Source: an optimization exercise on an open RTL-to-GDS flow (aim: small area). Production flows keep margins and buffers that such runs may drop. In this exercise RTL edits were held to simulation tests only and were not proved equivalent to the original. No driver is modelled on the clock port, so clocking that relies on it looks cheaper here than on a real chip. No activity file was given, so power comes from the tool's default toggle rates.

==> flow/design.v <==
`timescale 1ns / 1ps
module bin_counter(input clk, reset, enable, output reg [1:0] count);
reg [2:0] c5;
wire dtick = c5[2] & ~c5[1];
always @(posedge clk) begin
  if (reset) begin
    c5 <= 3'b111;
    count <= 2'b00;
  end else if (enable) begin
    c5 <= {c5[1:0], ~(c5[2] & c5[1])};
    if (dtick) count <= {count[0], ~count[1]};
  end
end
endmodule
`timescale 1ns / 1ps
module clk_divider(input clk, rst, output tick);
reg [3:0] c16;
wire f = c16[3] ^ c16[2] ^ (c16[2:0] == 3'b000);
always @(posedge clk) begin
  if (rst) c16 <= 4'b0000;
  else c16 <= {c16[2:0], f};
end
assign tick = (c16 == 4'b1101);
endmodule
`timescale 1ns / 1ps
`timescale 1ns / 1ps
`timescale 1ns / 1ps
`timescale 1ns / 1ps
module pushbutton_detect(input clk, rst, en, in, output out);
reg [1:0] run;
reg [1:0] st;
wire newp = in & run[1] & run[0];
wire fresh = ~st[1] & st[0] & ~run[1] & run[0];
always @(posedge clk) begin
  if (rst) begin
    run <= 2'b00;
    st <= 2'b00;
  end else if (en) begin
    run <= {in & ~newp & (run[1] | run[0]), newp | (in & ~run[1] & ~fresh)};
    st <= {~newp & st[0] & ~fresh, newp | (st[0] & ~st[1])};
  end
end
assign out = st[1] & ~st[0];
endmodule
`timescale 1ns / 1ps
module CU(input clk, input rst, input en, input BTNL, input BTNR,
input BTNC, output reg [1:0] window, output reg load);
wire inc = BTNL & ~BTNR;
wire dec = BTNR & ~BTNL;
always @(posedge clk) begin
  if (rst) begin
    window <= 2'b00;
    load <= 1'b0;
  end else if (en) begin
    load <= BTNC;
    if (inc) window <= {window[0], 1'b1};
    else if (dec) window <= {1'b0, window[1]};
  end
end
endmodule
`timescale 1ns / 1ps
module bcd_add_digit(input [3:0] a, input [3:0] b, input ci, output [3:0] r, output co);
wire [4:0] k;
wire [3:0] z;
assign k[0] = ci;
genvar j;
generate for (j = 0; j < 4; j = j + 1) begin : fa
  assign z[j] = a[j] ^ b[j] ^ k[j];
  assign k[j+1] = (a[j] & b[j]) | (k[j] & (a[j] ^ b[j]));
end endgenerate
assign co = k[4];
assign r[0] = z[0];
assign r[1] = z[1] ^ co;
assign r[2] = z[2] ^ (co & ~z[1]);
assign r[3] = z[3] ^ (co & (z[2] | z[1]));
endmodule
module multiplier(
    input  [7:0] MP,
    input  [7:0] MC,
    input clk,
    input rst,
    input load,
    output sign,
    output done,
    output reg [16:0] product
    );
localparam [16:0] ZERO = 17'h06666;
wire [7:0] mc_half;
bin_to_BCD conv(.bin(MC), .bcd(mc_half));
reg [7:0] R;
reg inv;
reg [16:0] S;
wire done_flag = ~inv | R[7];
wire bit_k = R[0] ^ inv;
wire zero_flag = ~|R | (inv & &R);
wire [15:0] Sd = load ? {8'd0, mc_half} : S[15:0];
wire [16:0] S2;
wire [3:0] q0, q1, q2, q3;
bcd_dbl b0(.d(Sd[3:0]), .q(q0));
bcd_dbl b1(.d(Sd[7:4]), .q(q1));
bcd_dbl b2(.d(Sd[11:8]), .q(q2));
bcd_dbl b3(.d(Sd[15:12]), .q(q3));
assign S2 = {q3[3], q3[2:0], q2[3], q2[2:0], q1[3], q1[2:0], q0[3], q0[2:0], load & MC[0]};
wire add = done_flag & bit_k;
wire [16:0] Sa = S & {17{add}};
wire [16:0] sum;
wire c1, c2, c3, c4;
bcd_add_digit a0(.a(product[3:0]),   .b(Sa[3:0]),   .ci(1'b0), .r(sum[3:0]),   .co(c1));
bcd_add_digit a1(.a(product[7:4]),   .b(Sa[7:4]),   .ci(c1),   .r(sum[7:4]),   .co(c2));
bcd_add_digit a2(.a(product[11:8]),  .b(Sa[11:8]),  .ci(c2),   .r(sum[11:8]),  .co(c3));
bcd_add_digit a3(.a(product[15:12]), .b(Sa[15:12]), .ci(c3),   .r(sum[15:12]), .co(c4));
assign sum[16] = product[16] | Sa[16] | c4;
always @(posedge clk) begin
  if (rst | load) product <= ZERO;
  else product <= sum;
end
always @(posedge clk) begin
  if (rst) begin
    R[7] <= 1'b0;
    inv <= 1'b1;
  end else if (load) begin
    R[7] <= MP[7];
    inv <= 1'b0;
  end else begin
    inv <= inv | (R[7] & R[0]);
  end
end
always @(posedge clk) begin
  if (load) R[6:0] <= MP[6:0];
  else R[6:0] <= R[7:1];
  S <= S2;
end
assign sign = (MC[7] ^ MP[7]) & (product != ZERO);
assign done = zero_flag & done_flag;
endmodule
`timescale 1ns / 1ps
module bcd_dbl(input [3:0] d, output [3:0] q);
assign q[0] = (d[3] & ~d[0]) | (~d[3] & ~d[2] & d[0]) | (d[2] & d[1] & ~d[0]);
assign q[1] = (d[3] & ~d[0]) | (~d[2] & d[1]) | (d[1] & d[0]);
assign q[2] = (d[3] & d[0]) | (d[2] & ~d[1] & ~d[0]);
assign q[3] = (d[2] & d[0]) | (d[2] & d[1]) | d[3];
endmodule
module bin_to_BCD(input [7:0] bin, output [7:0] bcd);
wire s = bin[7];
wire [6:0] a = bin[6:0];
wire [6:0] below;
assign below[0] = 1'b0;
genvar i;
generate for (i = 1; i < 7; i = i + 1) begin : neg
  assign below[i] = below[i-1] | a[i-1];
end endgenerate
wire [6:1] m = a[6:1] ^ ({6{s}} & below[6:1]);
wire big = s & ~|a;
wire [3:0] o1, o2, o3;
bcd_dbl d1(.d({1'b0, m[6:4]}), .q(o1));
bcd_dbl d2(.d({o1[2:0], m[3]}), .q(o2));
bcd_dbl d3(.d({o2[2:0], m[2]}), .q(o3));
assign bcd[3:0] = {o3[2:0], m[1]} | {1'b0, big, 2'b00};
assign bcd[7:4] = {1'b0, o1[3], o2[3], o3[3]} | {1'b0, big, big, 1'b0};
endmodule
`timescale 1ns / 1ps
module BCD_to_7seg(input [3:0] d, output [6:0] segments);
assign segments[0] = (~d[3] & d[1]) | (d[2] & ~d[1] & d[0]);
assign segments[1] = (~d[3] & d[0]) | (~d[2] & ~d[1]) | (~d[1] & d[0]);
assign segments[2] = d[0] | (~d[2] & d[1]);
assign segments[3] = (~d[3] & d[0]) | (~d[2] & d[1] & ~d[0]) | (d[2] & ~d[1] & d[0]);
assign segments[4] = (~d[2] & ~d[1] & ~d[0]) | (~d[3] & ~d[2]);
assign segments[5] = (~d[2] & d[1] & d[0]) | (d[2] & ~d[1] & ~d[0]) | (~d[3] & ~d[2]);
assign segments[6] = (~d[2] & d[1] & ~d[0]) | (~d[3] & d[0]);
endmodule
`timescale 1ns / 1ps
module Top_module(input clk, input rst, input BTNC, input BTNL, input BTNR, input [7:0] MP,input [7:0] MC, output  done, output [6:0] segments, output [3:0]anode_active);
wire tick;
clk_divider div(.clk(clk), .rst(rst), .tick(tick));
wire bcenter, bleft, bright;
pushbutton_detect center_pb(.clk(clk), .rst(rst), .en(tick), .in(BTNC), .out(bcenter));
pushbutton_detect right_pb (.clk(clk), .rst(rst), .en(tick), .in(BTNR), .out(bright));
pushbutton_detect left_pb  (.clk(clk), .rst(rst), .en(tick), .in(BTNL), .out(bleft));
wire load;
wire [1:0] w;
CU control(.clk(clk), .rst(rst), .en(tick), .BTNL(bleft), .BTNR(bright), .BTNC(bcenter), .window(w), .load(load));
wire [16:0] p;
wire sign;
multiplier multiply(.MP(MP), .MC(MC), .clk(clk), .rst(rst), .load(load), .sign(sign), .done(done), .product(p));
wire [1:0] c;
bin_counter counter(.clk(clk), .reset(rst), .enable(tick), .count(c));
wire cd0 = ~c[1] & ~c[0], cd1 = ~c[1] & c[0], cd2 = c[1] & c[0], c3 = c[1] & ~c[0];
wire wd0 = ~w[0], wd1 = w[0] & ~w[1], wd2 = w[1];
wire s0 = wd0 & cd0;
wire s1 = (wd0 & cd1) | (wd1 & cd0);
wire s2 = (wd0 & cd2) | (wd1 & cd1) | (wd2 & cd0);
wire s3 = (wd1 & cd2) | (wd2 & cd1);
wire s4 = wd2 & cd2;
wire [3:0] num;
assign num[3] = (s0 & p[3]) | (s1 & p[7]) | (s2 & p[11]) | (s3 & p[15]);
assign num[2] = (s0 & p[2]) | (s1 & p[6]) | (s2 & p[10]) | (s3 & p[14]) | s4;
assign num[1] = (s0 & p[1]) | (s1 & p[5]) | (s2 & p[9])  | (s3 & p[13]) | s4 | (c3 & ~sign);
assign num[0] = (s0 & p[0]) | (s1 & p[4]) | (s2 & p[8])  | (s3 & p[12]) | (s4 & p[16]) | c3;
BCD_to_7seg segment(.d(num), .segments(segments));
assign anode_active = ~({4{done}} & {c3 & sign, cd2, cd1, cd0});
endmodule
==> flow/config.mk <==
export PLATFORM = sky130hd
export DESIGN_NAME = Top_module
export DESIGN_NICKNAME = Top_module
export VERILOG_FILES = /design/flow/design.v
export SDC_FILE = /design/flow/constraint.sdc
export NUM_CORES = 4
export LEC_CHECK = 0
export ABC_AREA = 1
export CAP_MARGIN = 20
export CORE_MARGIN = 2
export CORE_UTILIZATION = 70
export SLEW_MARGIN = 20
==> flow/constraint.sdc <==
create_clock -name core_clock -period 15.0 [get_ports {clk}]
set_input_delay 3.0000 -clock core_clock [delete_from_list [all_inputs] [get_ports {clk}]]
set_output_delay 3.0000 -clock core_clock [all_outputs]
set_load 0.01 [all_outputs]
standard.sh (not shown) runs the stock make flow with config.mk's settings and CLKGATE_MAP_FILE= SYNTH_SCRIPT=/design/flow/synth_recipe.tcl, a recipe that flattens the netlist after the stock synthesis.
==> flow/flow/run.sh <==
#!/bin/bash
set -euo pipefail
here=$(pwd)

# 1. standard synthesis with the stronger ABC script, four seeds
for s in 0 1 2 3; do
  d="$here/trial$s"
  rm -rf "$d"; mkdir -p "$d"
  cp -r "$FLOW_HOME/scripts" "$d/scripts"
  sed "s/@SEED@/$s/" "$here/flow/abc_area.script" > "$d/scripts/abc_area.script"
  sed "s#WORK_HOME=[^ ]*#WORK_HOME=$d/orfs#" "$here/standard.sh" > "$d/standard.sh"
  (SCRIPTS_DIR="$d/scripts" bash "$d/standard.sh" synth > "$here/synth_seed$s.log" 2>&1) &
done
wait
best=""; bestarea=""
for s in 0 1 2 3; do
  f="$here/trial$s/orfs/reports/sky130hd/Top_module/base/synth_stat.txt"
  [[ -s "$here/trial$s/orfs/results/sky130hd/Top_module/base/1_synth.odb" ]] || continue
  a=$(awk '/Chip area for module/ {print $NF}' "$f" | tail -1)
  echo "seed $s: synthesized area $a" >> "$here/synth_pick.log"
  if [[ -z "$best" ]] || awk -v a="$a" -v b="$bestarea" 'BEGIN{exit !(a < b)}'; then
    best=$s; bestarea=$a
  fi
done
[[ -n "$best" ]]
echo "kept seed $best ($bestarea)" >> "$here/synth_pick.log"
rm -rf "$here/orfs"
mv "$here/trial$best/orfs" "$here/orfs"
for s in 0 1 2 3; do rm -rf "$here/trial$s"; done

# 2. and 3. the rest of the standard flow's layout
export BUFFER_PORTS_ARGS="-buffer_cell sky130_fd_sc_hd__buf_1"
cts="-sink_clustering_enable -repair_clock_nets -dont_use_dummy_load"
CTS_ARGS="$cts -buf_list sky130_fd_sc_hd__clkbuf_4 -root_buf sky130_fd_sc_hd__clkbuf_4" \
  bash standard.sh finish > "$here/layout.log" 2>&1
res="$here/orfs/results/sky130hd/Top_module/base"
slew=$(RES="$res" openroad -no_init -exit "$here/flow/clkslew.tcl" 2>&1 | tee "$here/clkslew.log" | awk '/^CLKSLEW/ {print $2}') || slew=""
if [[ -z "$slew" ]] || awk -v s="$slew" 'BEGIN{exit !(s > 120)}'; then
  echo "clock pin slew ${slew:-unknown} ps: clock tree again with clkbuf_8" >> "$here/clkslew.log"
  rm -f "$res"/4_* "$res"/5_* "$res"/6_* "$here/out/final.def"
  CTS_ARGS="$cts -buf_list sky130_fd_sc_hd__clkbuf_8 -root_buf sky130_fd_sc_hd__clkbuf_8" \
    bash standard.sh finish > "$here/layout_clkbuf8.log" 2>&1
  RES="$res" openroad -no_init -exit "$here/flow/clkslew.tcl" >> "$here/clkslew.log" 2>&1 || true
fi
test -s "$here/out/final.def"
==> flow/flow/abc_area.script <==
strash
&get -n
&deepsyn -T 150 -S @SEED@
&dch -f
&nf -R 1000 -p -a
&put
topo
stime -c
Other scripts of this flow, unchanged in this note and not shown: flow/flow/clkslew.tcl
The first run passed the timing, DRC and antenna checks.
Rerun with:
--- a/flow/flow/run.sh
+++ b/flow/flow/run.sh
@@ -31,4 +31,5 @@
 # 2. and 3. the rest of the standard flow's layout
 export BUFFER_PORTS_ARGS="-buffer_cell sky130_fd_sc_hd__buf_1"
+export POST_CTS_TCL="$here/flow/post_cts.tcl"
 cts="-sink_clustering_enable -repair_clock_nets -dont_use_dummy_load"
 CTS_ARGS="$cts -buf_list sky130_fd_sc_hd__clkbuf_4 -root_buf sky130_fd_sc_hd__clkbuf_4" \
@@ -39,4 +40,5 @@
   echo "clock pin slew ${slew:-unknown} ps: clock tree again with clkbuf_8" >> "$here/clkslew.log"
   rm -f "$res"/4_* "$res"/5_* "$res"/6_* "$here/out/final.def"
+  unset POST_CTS_TCL
   CTS_ARGS="$cts -buf_list sky130_fd_sc_hd__clkbuf_8 -root_buf sky130_fd_sc_hd__clkbuf_8" \
     bash standard.sh finish > "$here/layout_clkbuf8.log" 2>&1
==> flow/flow/post_cts.tcl (new file) <==
estimate_parasitics -placement
set bigger 0
foreach inst [get_cells -filter "ref_name==sky130_fd_sc_hd__clkbuf_4"] {
  set net [get_nets -of_objects [get_pins -of_objects $inst -filter "direction==output"]]
  set worst 0
  set flops 0
  foreach pin [get_pins -of_objects $net -filter "direction==input"] {
    if {[get_property $pin name] ne "CLK"} { continue }
    incr flops
    foreach edge {rise fall} {
      foreach a {min max} {
        set worst [expr {max($worst, [sta::time_ui_sta [get_property $pin slew_${a}_$edge]] * 1e12)}]
      }
    }
  }
  if {$flops > 0 && $worst > 95} {
    replace_cell $inst sky130_fd_sc_hd__clkbuf_8
    incr bigger
    puts "post_cts: [get_full_name $inst] clock pin slew [format %.1f $worst] ps, now clkbuf_8"
  }
}
if {$bigger > 0} {
  detailed_placement
  estimate_parasitics -placement
}
Outcome: Cell count shrinks slightly. Count of clock-buffer cells in the layout does not change. Critical path depth is unchanged. Via count shrinks by a few percent. First-iteration DRC count shrinks by about a fifth.
Rerun with:
--- a/flow/flow/run.sh
+++ b/flow/flow/run.sh
@@ -3,20 +3,25 @@
 here=$(pwd)
 
-# 1. standard synthesis with the stronger ABC script, four seeds
-for s in 0 1 2 3; do
-  d="$here/trial$s"
-  rm -rf "$d"; mkdir -p "$d"
-  cp -r "$FLOW_HOME/scripts" "$d/scripts"
-  sed "s/@SEED@/$s/" "$here/flow/abc_area.script" > "$d/scripts/abc_area.script"
-  sed "s#WORK_HOME=[^ ]*#WORK_HOME=$d/orfs#" "$here/standard.sh" > "$d/standard.sh"
-  (SCRIPTS_DIR="$d/scripts" bash "$d/standard.sh" synth > "$here/synth_seed$s.log" 2>&1) &
+# 1. standard synthesis with the stronger ABC scripts, twelve runs, four at a
+# time: trial s uses script ${script[s]} with seed ${seed[s]}
+script=(a a a a b b b b c c c c)
+seed=(0 1 2 3 0 4 5 6 0 7 8 9)
+for batch in "0 1 2 3" "4 5 6 7" "8 9 10 11"; do
+  for s in $batch; do
+    d="$here/trial$s"
+    rm -rf "$d"; mkdir -p "$d"
+    cp -r "$FLOW_HOME/scripts" "$d/scripts"
+    sed "s/@SEED@/${seed[s]}/" "$here/flow/abc_${script[s]}.script" > "$d/scripts/abc_area.script"
+    sed "s#WORK_HOME=[^ ]*#WORK_HOME=$d/orfs#" "$here/standard.sh" > "$d/standard.sh"
+    (SCRIPTS_DIR="$d/scripts" bash "$d/standard.sh" synth > "$here/synth_trial$s.log" 2>&1) &
+  done
+  wait
 done
-wait
 best=""; bestarea=""
-for s in 0 1 2 3; do
+for s in 0 1 2 3 4 5 6 7 8 9 10 11; do
   f="$here/trial$s/orfs/reports/sky130hd/Top_module/base/synth_stat.txt"
   [[ -s "$here/trial$s/orfs/results/sky130hd/Top_module/base/1_synth.odb" ]] || continue
   a=$(awk '/Chip area for module/ {print $NF}' "$f" | tail -1)
-  echo "seed $s: synthesized area $a" >> "$here/synth_pick.log"
+  echo "trial $s (script ${script[s]}, seed ${seed[s]}): synthesized area $a" >> "$here/synth_pick.log"
   if [[ -z "$best" ]] || awk -v a="$a" -v b="$bestarea" 'BEGIN{exit !(a < b)}'; then
     best=$s; bestarea=$a
@@ -24,8 +29,8 @@
 done
 [[ -n "$best" ]]
-echo "kept seed $best ($bestarea)" >> "$here/synth_pick.log"
+echo "kept trial $best ($bestarea)" >> "$here/synth_pick.log"
 rm -rf "$here/orfs"
 mv "$here/trial$best/orfs" "$here/orfs"
-for s in 0 1 2 3; do rm -rf "$here/trial$s"; done
+for s in 0 1 2 3 4 5 6 7 8 9 10 11; do rm -rf "$here/trial$s"; done
 
 # 2. and 3. the rest of the standard flow's layout
==> flow/flow/abc_a.script (new file) <==
strash
&get -n
&deepsyn -T 150 -S @SEED@
&dch -f
&nf -R 1000 -p -a
&put
topo
stime -c
==> flow/flow/abc_b.script (new file) <==
strash
&get -n
&deepsyn -T 150 -S @SEED@
&dch -f
&nf -R 1000 -p -a -E 10
&put
topo
stime -c
==> flow/flow/abc_c.script (new file) <==
strash
&get -n
&deepsyn -T 150 -S @SEED@
&dc2
&dch -f
&nf -R 1000 -p -a
&put
topo
stime -c
Settings changed: CAP_MARGIN 20 to 10, GPL_TIMING_DRIVEN set to 0, SLEW_MARGIN 20 to 10.
removed: flow/flow/abc_area.script
Effect: Setup slack improves by 0.16 ns; design area goes down by 0.54%; critical path depth stays the same; power goes up by about 3%; global-route usage goes down by 0.56 points; wire length goes down by 1.2%; combinational power goes up by about 2%; utilization goes down by 0.42 points.
Rerun with:
--- a/flow/flow/run.sh
+++ b/flow/flow/run.sh
@@ -3,25 +3,23 @@
 here=$(pwd)
 
-# 1. standard synthesis with the stronger ABC scripts, twelve runs, four at a
-# time: trial s uses script ${script[s]} with seed ${seed[s]}
-script=(a a a a b b b b c c c c)
-seed=(0 1 2 3 0 4 5 6 0 7 8 9)
-for batch in "0 1 2 3" "4 5 6 7" "8 9 10 11"; do
+# 1. standard synthesis with the stronger ABC script, eight seeds, four at a
+# time
+for batch in "0 1 2 3" "4 5 6 7"; do
   for s in $batch; do
     d="$here/trial$s"
     rm -rf "$d"; mkdir -p "$d"
     cp -r "$FLOW_HOME/scripts" "$d/scripts"
-    sed "s/@SEED@/${seed[s]}/" "$here/flow/abc_${script[s]}.script" > "$d/scripts/abc_area.script"
+    sed "s/@SEED@/$s/" "$here/flow/abc_area.script" > "$d/scripts/abc_area.script"
     sed "s#WORK_HOME=[^ ]*#WORK_HOME=$d/orfs#" "$here/standard.sh" > "$d/standard.sh"
-    (SCRIPTS_DIR="$d/scripts" bash "$d/standard.sh" synth > "$here/synth_trial$s.log" 2>&1) &
+    (SCRIPTS_DIR="$d/scripts" bash "$d/standard.sh" synth > "$here/synth_seed$s.log" 2>&1) &
   done
   wait
 done
 best=""; bestarea=""
-for s in 0 1 2 3 4 5 6 7 8 9 10 11; do
+for s in 0 1 2 3 4 5 6 7; do
   f="$here/trial$s/orfs/reports/sky130hd/Top_module/base/synth_stat.txt"
   [[ -s "$here/trial$s/orfs/results/sky130hd/Top_module/base/1_synth.odb" ]] || continue
   a=$(awk '/Chip area for module/ {print $NF}' "$f" | tail -1)
-  echo "trial $s (script ${script[s]}, seed ${seed[s]}): synthesized area $a" >> "$here/synth_pick.log"
+  echo "seed $s: synthesized area $a" >> "$here/synth_pick.log"
   if [[ -z "$best" ]] || awk -v a="$a" -v b="$bestarea" 'BEGIN{exit !(a < b)}'; then
     best=$s; bestarea=$a
@@ -29,8 +27,8 @@
 done
 [[ -n "$best" ]]
-echo "kept trial $best ($bestarea)" >> "$here/synth_pick.log"
+echo "kept seed $best ($bestarea)" >> "$here/synth_pick.log"
 rm -rf "$here/orfs"
 mv "$here/trial$best/orfs" "$here/orfs"
-for s in 0 1 2 3 4 5 6 7 8 9 10 11; do rm -rf "$here/trial$s"; done
+for s in 0 1 2 3 4 5 6 7; do rm -rf "$here/trial$s"; done
 
 # 2. and 3. the rest of the standard flow's layout
==> flow/flow/abc_area.script (new file) <==
strash
&get -n
&deepsyn -T 150 -S @SEED@
&dch -f
&nf -R 1000 -p -a
&put
topo
stime -c
Settings changed: CAP_MARGIN 10 to 20, GPL_TIMING_DRIVEN 0 to unset, SLEW_MARGIN 10 to 20.
removed: flow/flow/abc_a.script
removed: flow/flow/abc_b.script
removed: flow/flow/abc_c.script
Result: Worst hold slack gets better by 0.027 ns. Area after synthesis rose by 0.73%. Setup slack gets better by 0.38 ns. Power fell by 0.41%. Global-route usage rose by 1.2 points. Critical path depth is unchanged. Wire length rose by 3.3%. Fmax rose by 5.0%. Clock skew fell by 0.0035 ns. Register-to-register slack gets better by 0.59 ns.
Rerun with:
Settings changed: CAP_MARGIN 20 to 10, GPL_TIMING_DRIVEN set to 0, SLEW_MARGIN 20 to 10.
After rerunning: The changed run completed with no timing, DRC or antenna violations; power came out higher by 0.47%; die area does not change; fmax hardly moves; routed wire length came out lower by 1.1%; sequential share of layout area stays flat; clock-buffer cell count is unchanged; worst setup slack loses 0.0057 ns; clock skew came out higher by 0.010 ns.
Rerun with:
--- a/flow/flow/run.sh
+++ b/flow/flow/run.sh
@@ -3,23 +3,25 @@
 here=$(pwd)
 
-# 1. standard synthesis with the stronger ABC script, eight seeds, four at a
-# time
-for batch in "0 1 2 3" "4 5 6 7"; do
+# 1. standard synthesis with the stronger ABC scripts, twelve runs, four at a
+# time: trial s uses script ${script[s]} with seed ${seed[s]}
+script=(a a a a b b b b c c c c)
+seed=(0 1 2 3 0 4 5 6 0 7 8 9)
+for batch in "0 1 2 3" "4 5 6 7" "8 9 10 11"; do
   for s in $batch; do
     d="$here/trial$s"
     rm -rf "$d"; mkdir -p "$d"
     cp -r "$FLOW_HOME/scripts" "$d/scripts"
-    sed "s/@SEED@/$s/" "$here/flow/abc_area.script" > "$d/scripts/abc_area.script"
+    sed "s/@SEED@/${seed[s]}/" "$here/flow/abc_${script[s]}.script" > "$d/scripts/abc_area.script"
     sed "s#WORK_HOME=[^ ]*#WORK_HOME=$d/orfs#" "$here/standard.sh" > "$d/standard.sh"
-    (SCRIPTS_DIR="$d/scripts" bash "$d/standard.sh" synth > "$here/synth_seed$s.log" 2>&1) &
+    (SCRIPTS_DIR="$d/scripts" bash "$d/standard.sh" synth > "$here/synth_trial$s.log" 2>&1) &
   done
   wait
 done
 best=""; bestarea=""
-for s in 0 1 2 3 4 5 6 7; do
+for s in 0 1 2 3 4 5 6 7 8 9 10 11; do
   f="$here/trial$s/orfs/reports/sky130hd/Top_module/base/synth_stat.txt"
   [[ -s "$here/trial$s/orfs/results/sky130hd/Top_module/base/1_synth.odb" ]] || continue
   a=$(awk '/Chip area for module/ {print $NF}' "$f" | tail -1)
-  echo "seed $s: synthesized area $a" >> "$here/synth_pick.log"
+  echo "trial $s (script ${script[s]}, seed ${seed[s]}): synthesized area $a" >> "$here/synth_pick.log"
   if [[ -z "$best" ]] || awk -v a="$a" -v b="$bestarea" 'BEGIN{exit !(a < b)}'; then
     best=$s; bestarea=$a
@@ -27,8 +29,8 @@
 done
 [[ -n "$best" ]]
-echo "kept seed $best ($bestarea)" >> "$here/synth_pick.log"
+echo "kept trial $best ($bestarea)" >> "$here/synth_pick.log"
 rm -rf "$here/orfs"
 mv "$here/trial$best/orfs" "$here/orfs"
-for s in 0 1 2 3 4 5 6 7; do rm -rf "$here/trial$s"; done
+for s in 0 1 2 3 4 5 6 7 8 9 10 11; do rm -rf "$here/trial$s"; done
 
 # 2. and 3. the rest of the standard flow's layout
==> flow/flow/abc_a.script (new file) <==
strash
&get -n
&deepsyn -T 150 -S @SEED@
&dch -f
&nf -R 1000 -p -a
&put
topo
stime -c
==> flow/flow/abc_b.script (new file) <==
strash
&get -n
&deepsyn -T 150 -S @SEED@
&dch -f
&nf -R 1000 -p -a -E 10
&put
topo
stime -c
==> flow/flow/abc_c.script (new file) <==
strash
&get -n
&deepsyn -T 150 -S @SEED@
&dc2
&dch -f
&nf -R 1000 -p -a
&put
topo
stime -c
--- a/flow/flow/post_cts.tcl
+++ b/flow/flow/post_cts.tcl
@@ -14,5 +14,5 @@
     }
   }
-  if {$flops > 0 && $worst > 95} {
+  if {$flops > 0 && $worst > 110} {
     replace_cell $inst sky130_fd_sc_hd__clkbuf_8
     incr bigger
removed: flow/flow/abc_area.script
Effect: Wire length goes down by a few percent. Worst setup slack degrades by 0.22 ns. Synthesized cell count decreases slightly.

[afterwards: timing with drivers on the ports]
No port has a modelled driver above. Below, the same layouts with a new extraction and two added sets of constraints.
Step 1, drivers: a clkbuf_16 drives clk and a buf_2 each remaining input, both assumed.
Step 2 moves the port delays by t, midway between the first and last clock arrival at a register: inputs arrive t later, outputs are due t later. That takes back most of the time a late clock gives input paths.
Slacks: ideal ports / drivers / drivers and shift; pairs: ideal ports / drivers.
run	t, ns	slack for setup (ns)	worst hold slack (ns)	worst setup path after step 2	worst data-port slew with drivers (ns)
the first run	0.368	7.411 / 7.391 / 7.391	0.456 / 0.456 / 0.456	input to output	0.04
the second run	0.418	6.878 / 6.855 / 6.855	0.446 / 0.446 / 0.446	input to output	0.03
the third run	0.428	7.040 / 7.015 / 7.015	0.442 / 0.442 / 0.442	input to output	0.03
the fourth run	0.431	7.417 / 7.397 / 7.397	0.468 / 0.468 / 0.468	input to output	0.04
the fifth run	0.428	7.411 / 7.389 / 7.389	0.460 / 0.460 / 0.460	input to output	0.03
the sixth run	0.413	7.190 / 7.167 / 7.167	0.460 / 0.460 / 0.460	input to output	0.04
After both steps setup and hold are still met in every run listed. For the third run, which loses most, drivers alone change the setup slack by -0.025 ns; drivers and shift together by -0.025 ns.
